This is an optimization exercise on Yosys and OpenROAD, whose aim is small area, not a production implementation.
Function was checked by simulation only, so behaviour that the tests miss may differ from the original.
No activity file was given, so power comes from the tool's default toggle rates.

$ cat config.mk
export PLATFORM = sky130hd
export DESIGN_NAME = project5Top
export DESIGN_NICKNAME = project5Top
export VERILOG_FILES = /design/flow/design.v
export SDC_FILE = /design/flow/constraint.sdc
export NUM_CORES = 4
export LEC_CHECK = 0
export CAP_MARGIN = 20
export CORE_MARGIN = 2
export CORE_UTILIZATION = 40
export SLEW_MARGIN = 20
$ cat design.v
module project5Top(CLOCK_50, KEY, SW, HEX5, HEX4, HEX3, HEX2, HEX1, HEX0, LED);
    input        CLOCK_50;
    input  [3:0] KEY;
    input  [9:0] SW;
    output [6:0] HEX5;
    output [6:0] HEX4;
    output [6:0] HEX3;
    output [6:0] HEX2;
    output [6:0] HEX1;
    output [6:0] HEX0;
    output [9:0] LED;
    wire clk = CLOCK_50;
    wire rst_n = KEY[0];
    assign HEX5 = 7'b1111111;
    assign HEX4 = 7'b1111111;
    assign LED  = 10'd0;
    reg  [1:0] bs;
    wire enter = (bs == 2'b10);
    wire f2    = (bs == 2'b11);
    always @(posedge clk or negedge rst_n)
        if (!rst_n)           bs <= 2'b00;
        else if (bs == 2'b10) bs <= 2'b11;
        else if (bs == 2'b01) bs <= KEY[1] ? 2'b10 : 2'b01;
        else                  bs <= KEY[1] ? 2'b00 : 2'b01;
    reg  [1:0] st;
    reg        ps;       
    reg        cy;       
    reg  [3:0] op;
    reg  [7:0] A, B;
    reg [15:0] R;
    wire lop = (st == 2'd0);
    wire la  = (st == 2'd1);
    wire lb  = (st == 2'd2);
    wire mul = (st == 2'd3);
    localparam [3:0] CNT_END = 4'd13;  
    wire op12  = (op == 4'd12);
    wire mload = mul & ~f2 & op12;        
    wire mh    = mul & f2 & ~op12;        
    wire ualu  = lop & f2;                
    always @(posedge clk or negedge rst_n)
        if (!rst_n) st <= 2'd0;
        else case (st)
            2'd0: if (enter) st <= 2'd1;
            2'd1: if (enter) st <= (op == 4'd4 || op == 4'd7) ? 2'd0 : 2'd2;
            2'd2: if (enter) st <= op12 ? 2'd3 : 2'd0;
            2'd3: if (mh && op == CNT_END) st <= 2'd0;
        endcase
    always @(posedge clk or negedge rst_n)
        if (!rst_n) ps <= 1'b0;
        else        ps <= mh;
    always @(posedge clk) begin
        if (lop) op <= SW[3:0];
        else if (mul & enter) op <= {op[2:0], op[3] ^ op[2]};
        if (la) A <= SW[7:0];
        if (lb) B <= SW[7:0];
    end
    wire       rgt  = op[0];                        
    wire [3:0] amt  = rgt ? (4'd0 - B[3:0]) : B[3:0];
    wire [7:0] y1   = amt[0] ? {A[6:0], A[7]}     : A;
    wire [7:0] y2   = amt[1] ? {y1[5:0], y1[7:6]} : y1;
    wire [7:0] y    = amt[2] ? {y2[3:0], y2[7:4]} : y2;
    wire [7:0] m;
    genvar gi;
    generate for (gi = 0; gi < 8; gi = gi + 1) begin : g_m
        assign m[gi] = (gi >= amt[2:0]);
    end endgenerate
    wire [7:0] P  = y & m;
    wire [7:0] Q  = y & ~m;
    wire [7:0] Qs = Q | ({8{A[7]}} & m);
    wire       shl_ok = (B[7:4] == 4'd0);
    wire       asr_ok = (B[7:3] == 5'd0);
    wire       neg  = (op == 4'd7);
    wire       addo = (op == 4'd5);
    wire [7:0] ax   = neg ? 8'd0 : A;
    wire [7:0] ay   = addo ? B : ~(neg ? A : B);
    wire [8:0] as9  = {1'b0, ax} + {1'b0, ay} + {8'd0, ~addo};
    wire       s8   = ax[7] ^ ay[7] ^ as9[8];
    reg  [15:0] alu;
    always @* begin
        case (op)
            4'd0:  alu = {A & 8'h73, B & 8'h83};
            4'd1:  alu = {8'b0, ~(A & B)};
            4'd2:  alu = {8'b0, ~(A | B)};
            4'd3:  alu = {8'b0, A ^ B};
            4'd4:  alu = {8'b0, ~A};
            4'd5, 4'd6, 4'd7: alu = {{8{s8}}, as9[7:0]};
            4'd8:  alu = ~shl_ok ? 16'd0 : amt[3] ? {P, 8'd0} : {Qs, P};
            4'd9:  alu = ~asr_ok ? {16{A[7]}} : {{8{A[7]}}, amt[3] ? Qs : P};
            4'd10, 4'd11: alu = amt[3] ? {P, Q} : {Q, P};
            default: alu = 16'd0;
        endcase
    end
    wire [8:0] msum = {1'b0, R[15:8]} + {1'b0, A};
    always @(posedge clk or negedge rst_n)
        if (!rst_n) R <= 16'd0;
        else if (ualu)  R <= alu;
        else if (ps)    R <= {cy, R[15:1]};
        else if (mload) R <= {8'd0, B};
        else if (mh & R[0]) R[15:8] <= msum[7:0];
    always @(posedge clk) cy <= R[0] & msum[8];
    seg7 d3(R[15:12], HEX3);
    seg7 d2(R[11:8],  HEX2);
    seg7 d1(R[7:4],   HEX1);
    seg7 d0(R[3:0],   HEX0);
endmodule
module seg7(input [3:0] h, output reg [6:0] s);
    always @* case (h)
        4'd0:  s = 7'b1000000;
        4'd1:  s = 7'b1111001;
        4'd2:  s = 7'b0100100;
        4'd3:  s = 7'b0110000;
        4'd4:  s = 7'b0011001;
        4'd5:  s = 7'b0010010;
        4'd6:  s = 7'b0000010;
        4'd7:  s = 7'b1111000;
        4'd8:  s = 7'b0000000;
        4'd9:  s = 7'b0010000;
        4'd10: s = 7'b0001000;
        4'd11: s = 7'b0000011;
        4'd12: s = 7'b1000110;
        4'd13: s = 7'b0100001;
        4'd14: s = 7'b0000110;
        default: s = 7'b0001110;
    endcase
endmodule
$ cat run.sh
#!/bin/bash
# synth_recipe.tcl (not shown) runs the flow's synth.tcl, then flattens the netlist and writes it again
# the make line also repeats each setting of config.mk as NAME=value (left out here)
make -C /OpenROAD-flow-scripts/flow DESIGN_CONFIG=/design/flow/config.mk WORK_HOME=/design/flow/orfs CLKGATE_MAP_FILE= SYNTH_SCRIPT=/design/flow/synth_recipe.tcl finish
$ cat constraint.sdc
create_clock -name core_clock -period 5.0 [get_ports {CLOCK_50}]
set_input_delay 1.0000 -clock core_clock [delete_from_list [all_inputs] [get_ports {CLOCK_50}]]
set_output_delay 1.0000 -clock core_clock [all_outputs]
set_load 0.01 [all_outputs]
==> results.txt <==
[flip-flops by register name (all words and copies together) (netlist names)]
name / flops
ps: 1
B: 8
R: 16
op: 4
bs: 2
cy: 1
A: 8
st: 2
[layout make-up]
class | instances | area [sq um] | share of cell area (%)
well taps | 184 | 230.2 | 3.592
clock buffers | 5 | 125.1 | 1.952
repair buffers | 49 | 457.9 | 7.144
inverters | 39 | 146.4 | 2.284
clock inverters | 3 | 26.28 | 0.4099
multi-input cells | 616 | 4278 | 66.74
flip-flops and latches | 42 | 1146 | 17.88
[worst paths after layout]
| kind | start | to | slack (ns) | depth (start not counted) |
|---|---|---|---|---|
| hold reg to reg | bs[1] | bs[1] | 0.59 | 1 |
| hold / removal | bs[1] | bs[1] | 0.59 | 1 |
| min in group asynchronous | KEY[0] | st[1] | 0.66 | 1 |
| setup reg to reg | op[2] | R[12] | 1.05 | 14 |
| max in group asynchronous | KEY[0] | R[2] | 3.99 | 1 |
| setup / recovery | op[2] | R[12] | 1.05 | 14 |
[routing by layer]
metal | up-vias | global-route usage, % | routed length, microns
met1 | 2717 | 32.23 | 8187
met4 | 0 | 5.752 | 425
met5 | - | 0 | 0
met3 | 32 | 3.166 | 1447
li1 | 2700 | - | -
met2 | 282 | 38.17 | 8284
[placed cells by master (no fill, tap or decap), types with 15 or more instances in the layout]
cell and n:
a211oi_1 15, a21oi_1 58, clkdlybuf4s50_1 37, conb_1 24, dfrtp_1 21, edfxtp_1 20, ha_1 60, inv_1 37
mux2i_1 22, nand2_1 67, nand3_1 26, nor2_1 59, nor3_1 21, o21ai_0 52
[metrics by stage]
| step | utilization [%] | power, mW | hold slack (ns) | area, sq um | cells |
|---|---|---|---|---|---|
| 2_1_floorplan | - | 3.208 | 0.5193 | 5957 | 763 |
| 3_3_place_gp | 43.42 | 4.213 | 0.5676 | 6264 | 930 |
| 3_5_place_dp | 43.42 | 4.287 | 0.5875 | 6264 | 930 |
| 4_1_cts | 44.47 | 4.650 | 0.6031 | 6415 | 938 |
| 5_1_grt | 44.44 | 5.073 | 0.6315 | 6410 | 938 |
| 6_report | 44.44 | 4.699 | 0.5909 | 6410 | 938 |
[power breakdown]
group	switching, mW	internal, mW
Combinational	1.93	1.52
Sequential	0.375	0.521
Clock	0.158	0.191
[cells by family after synthesis]
| logic type | Yosys count |
|---|---|
| adder cells (fa/ha/maj) | 63 |
| XOR/XNOR | 11 |
| AND/OR/NAND/NOR | 243 |
| buffers and inverters | 105 |
| multiplexers | 43 |
| other | 2 |
| AO/OA/AOI/OAI | 232 |
| flip-flops | 42 |
[worst reg2reg max path, cell delays in order (launching register included)]
cell	delay, ns
edfxtp_1	0.42
ha_1	0.23
buf_4	0.18
nand2_1	0.40
a21oi_1	0.10
nand2_1	0.11
o21ai_0	0.12
fa_1	0.46
fa_1	0.39
nand2b_1	0.19
a21o_1	0.21
nand3_1	0.16
and2_1	0.33
o2111ai_1	0.21
a221o_1	0.33
==> out/summary.txt <==
Worst Path Required: 5.18 ns
Gpl congestion: 1.009
Cell count after synthesis: 741
DP Worst Slack: 1.146 ns
RSZ-0062 raised after global routing: no
Rel. slew slack: 40.92%
Synth cell types: 85
Number of DRC markers in iteration 0: 461
H-tree lvl count: 2
Layout overhead on the synthesized area: 9.116%
CTS max path bufs: 2
N_diodes: 0
Critical path, cell by cell: ha_1, buf_4, nand2_1, a21oi_1, nand2_1, o21ai_0, fa_1, fa_1, nand2b_1, a21o_1, nand3_1, and2_1, o2111ai_1, a221o_1
Post-CTS Hold Buffers: 0
Fin Setup TNS: 0 ns
DRC: 0
Post-layout nets: 831
Top-count cell post-synth: nand2_1
HP Class: reg2reg
WP buf/inv: 1
Final Hold Viols: 0
F_max: 253.2 MHz
I/O pin count: 67
# fillers: 1443
Multiplexer share of the synthesized area: 9.244%
Post-synth top area share: 12.78%
Via density: 6.110
Worst Tran Pin Value: 0.8843 ns
Gr usage total: 23.18%
Leak Pwr: 2.612 nW
Initial antenna violation count: 0
Dominant synthesized flop cell: dfrtp_1
First-pass GRT wire length: 29.20 mm
Clock sink total: 42
Crit path DAT: 4.13 ns
XOR/XNOR Fraction of Synth Area: 2.087%
Final Setup Violations: 0
Routed length per instance: 19.56 microns
Final HPWL DP: 13.83 mm
Number of global-route vias before repair: 5265
CORE AREA: 14420 sq um
Seq/Total Area, Yosys: 19.51%
Crit Path Class: reg2reg
Die Y: 125.2 microns
Yosys top cell by area: ha_1
Crit share post-route: 79.00%
Compound-gate portion of the synthesized area: 25.96%
Startpoint types: flop
Final worst setup slack: 1.050 ns
Largest net degree at the start of global routing: 29
Number of flops mapped to enable cells by yosys: 20
Global route total overflow: 0
Post-CTS Resized: 0
Critical-path maximum fanout: 16
Drt total wl: 18.34 mm
CTS root buf: clkbuf_16
Maxcap violations: 0
Status: timing/DRC/antenna clean
Cell Area, Synth: 5874 sq um
Slowest cell on the critical path: fa_1
Die area: 15670 sq um
Die Wd: 125.2 microns
CP endpoint kind: flop
Delay of the slowest critical-path stage: 0.46 ns
Seq cells post-synth: 42
Crit-path leading delay family: simple AND/OR/NAND/NOR gates
Starting density of the core: 40.73%
Port-buffer cells: 38
Avg Cell Area, Syn: 7.928 sq um
Post-layout min period: 3.950 ns
Reg clk slew, reported paths: 0.07 ns
Worst VDD drop: 337.7 uV
Layout cell share with drive strength beyond 1: 7.825%
Pwr Density: 733.1 nW/um^2
Ranking of synthesized cells by area: ha_1 13%, edfxtp_1 10%, dfrtp_1 8.9%
Site Rows: 44
Area share of fa/ha/maj cells after synthesis: 13.80%
Post-CTS setup buffer count: 0
Largest family of logic cells by synthesized area: compound AO/OA/AOI/OAI gates
DRT Pass-1 Iters: 7
Simple-gate portion of the synthesized area: 20.19%
Antenna-violating nets left: 0
Clk Latency, worst-skew pair: 0.30 ns
Synth warn: 2
CTS tree: done
Max Slew Vio Count: 0
Top cells by count, synth: 67 x nand2_1, 60 x ha_1, 59 x nor2_1
CTS Buf Count: 5
Clk_skew: 0.009834 ns
Async SR Flop Fraction: 50.00%
Via count: 5731

[what the ideal ports hide]
How much do the figures lean on ideal ports? The routed layout below was timed once more, with nothing changed but the port constraints.
Step 1 assumes that a clkbuf_16 drives the clock port and a buf_2 every other input.
Step 2 adds t to the input delays and takes it off the output delays; t is the mean of the earliest and latest rising clock arrival at the registers after step 1. Input paths then give back, and output paths get back, about the clock's delay inside the block.
Slacks: ideal ports / drivers / drivers and shift; pairs: ideal ports / drivers.
t (ns): 0.335
setup slack, ns: 1.050 / 1.050 / 1.050
hold WS [ns]: 0.591 / 0.591 / 0.591
worst setup path at the end: register to register
worst register clock-pin slew, ns: 0.07 / 0.07
After both steps setup and hold are still met in this run. The setup slack of this run moves by 0.000 ns with the drivers and by 0.000 ns with both steps.
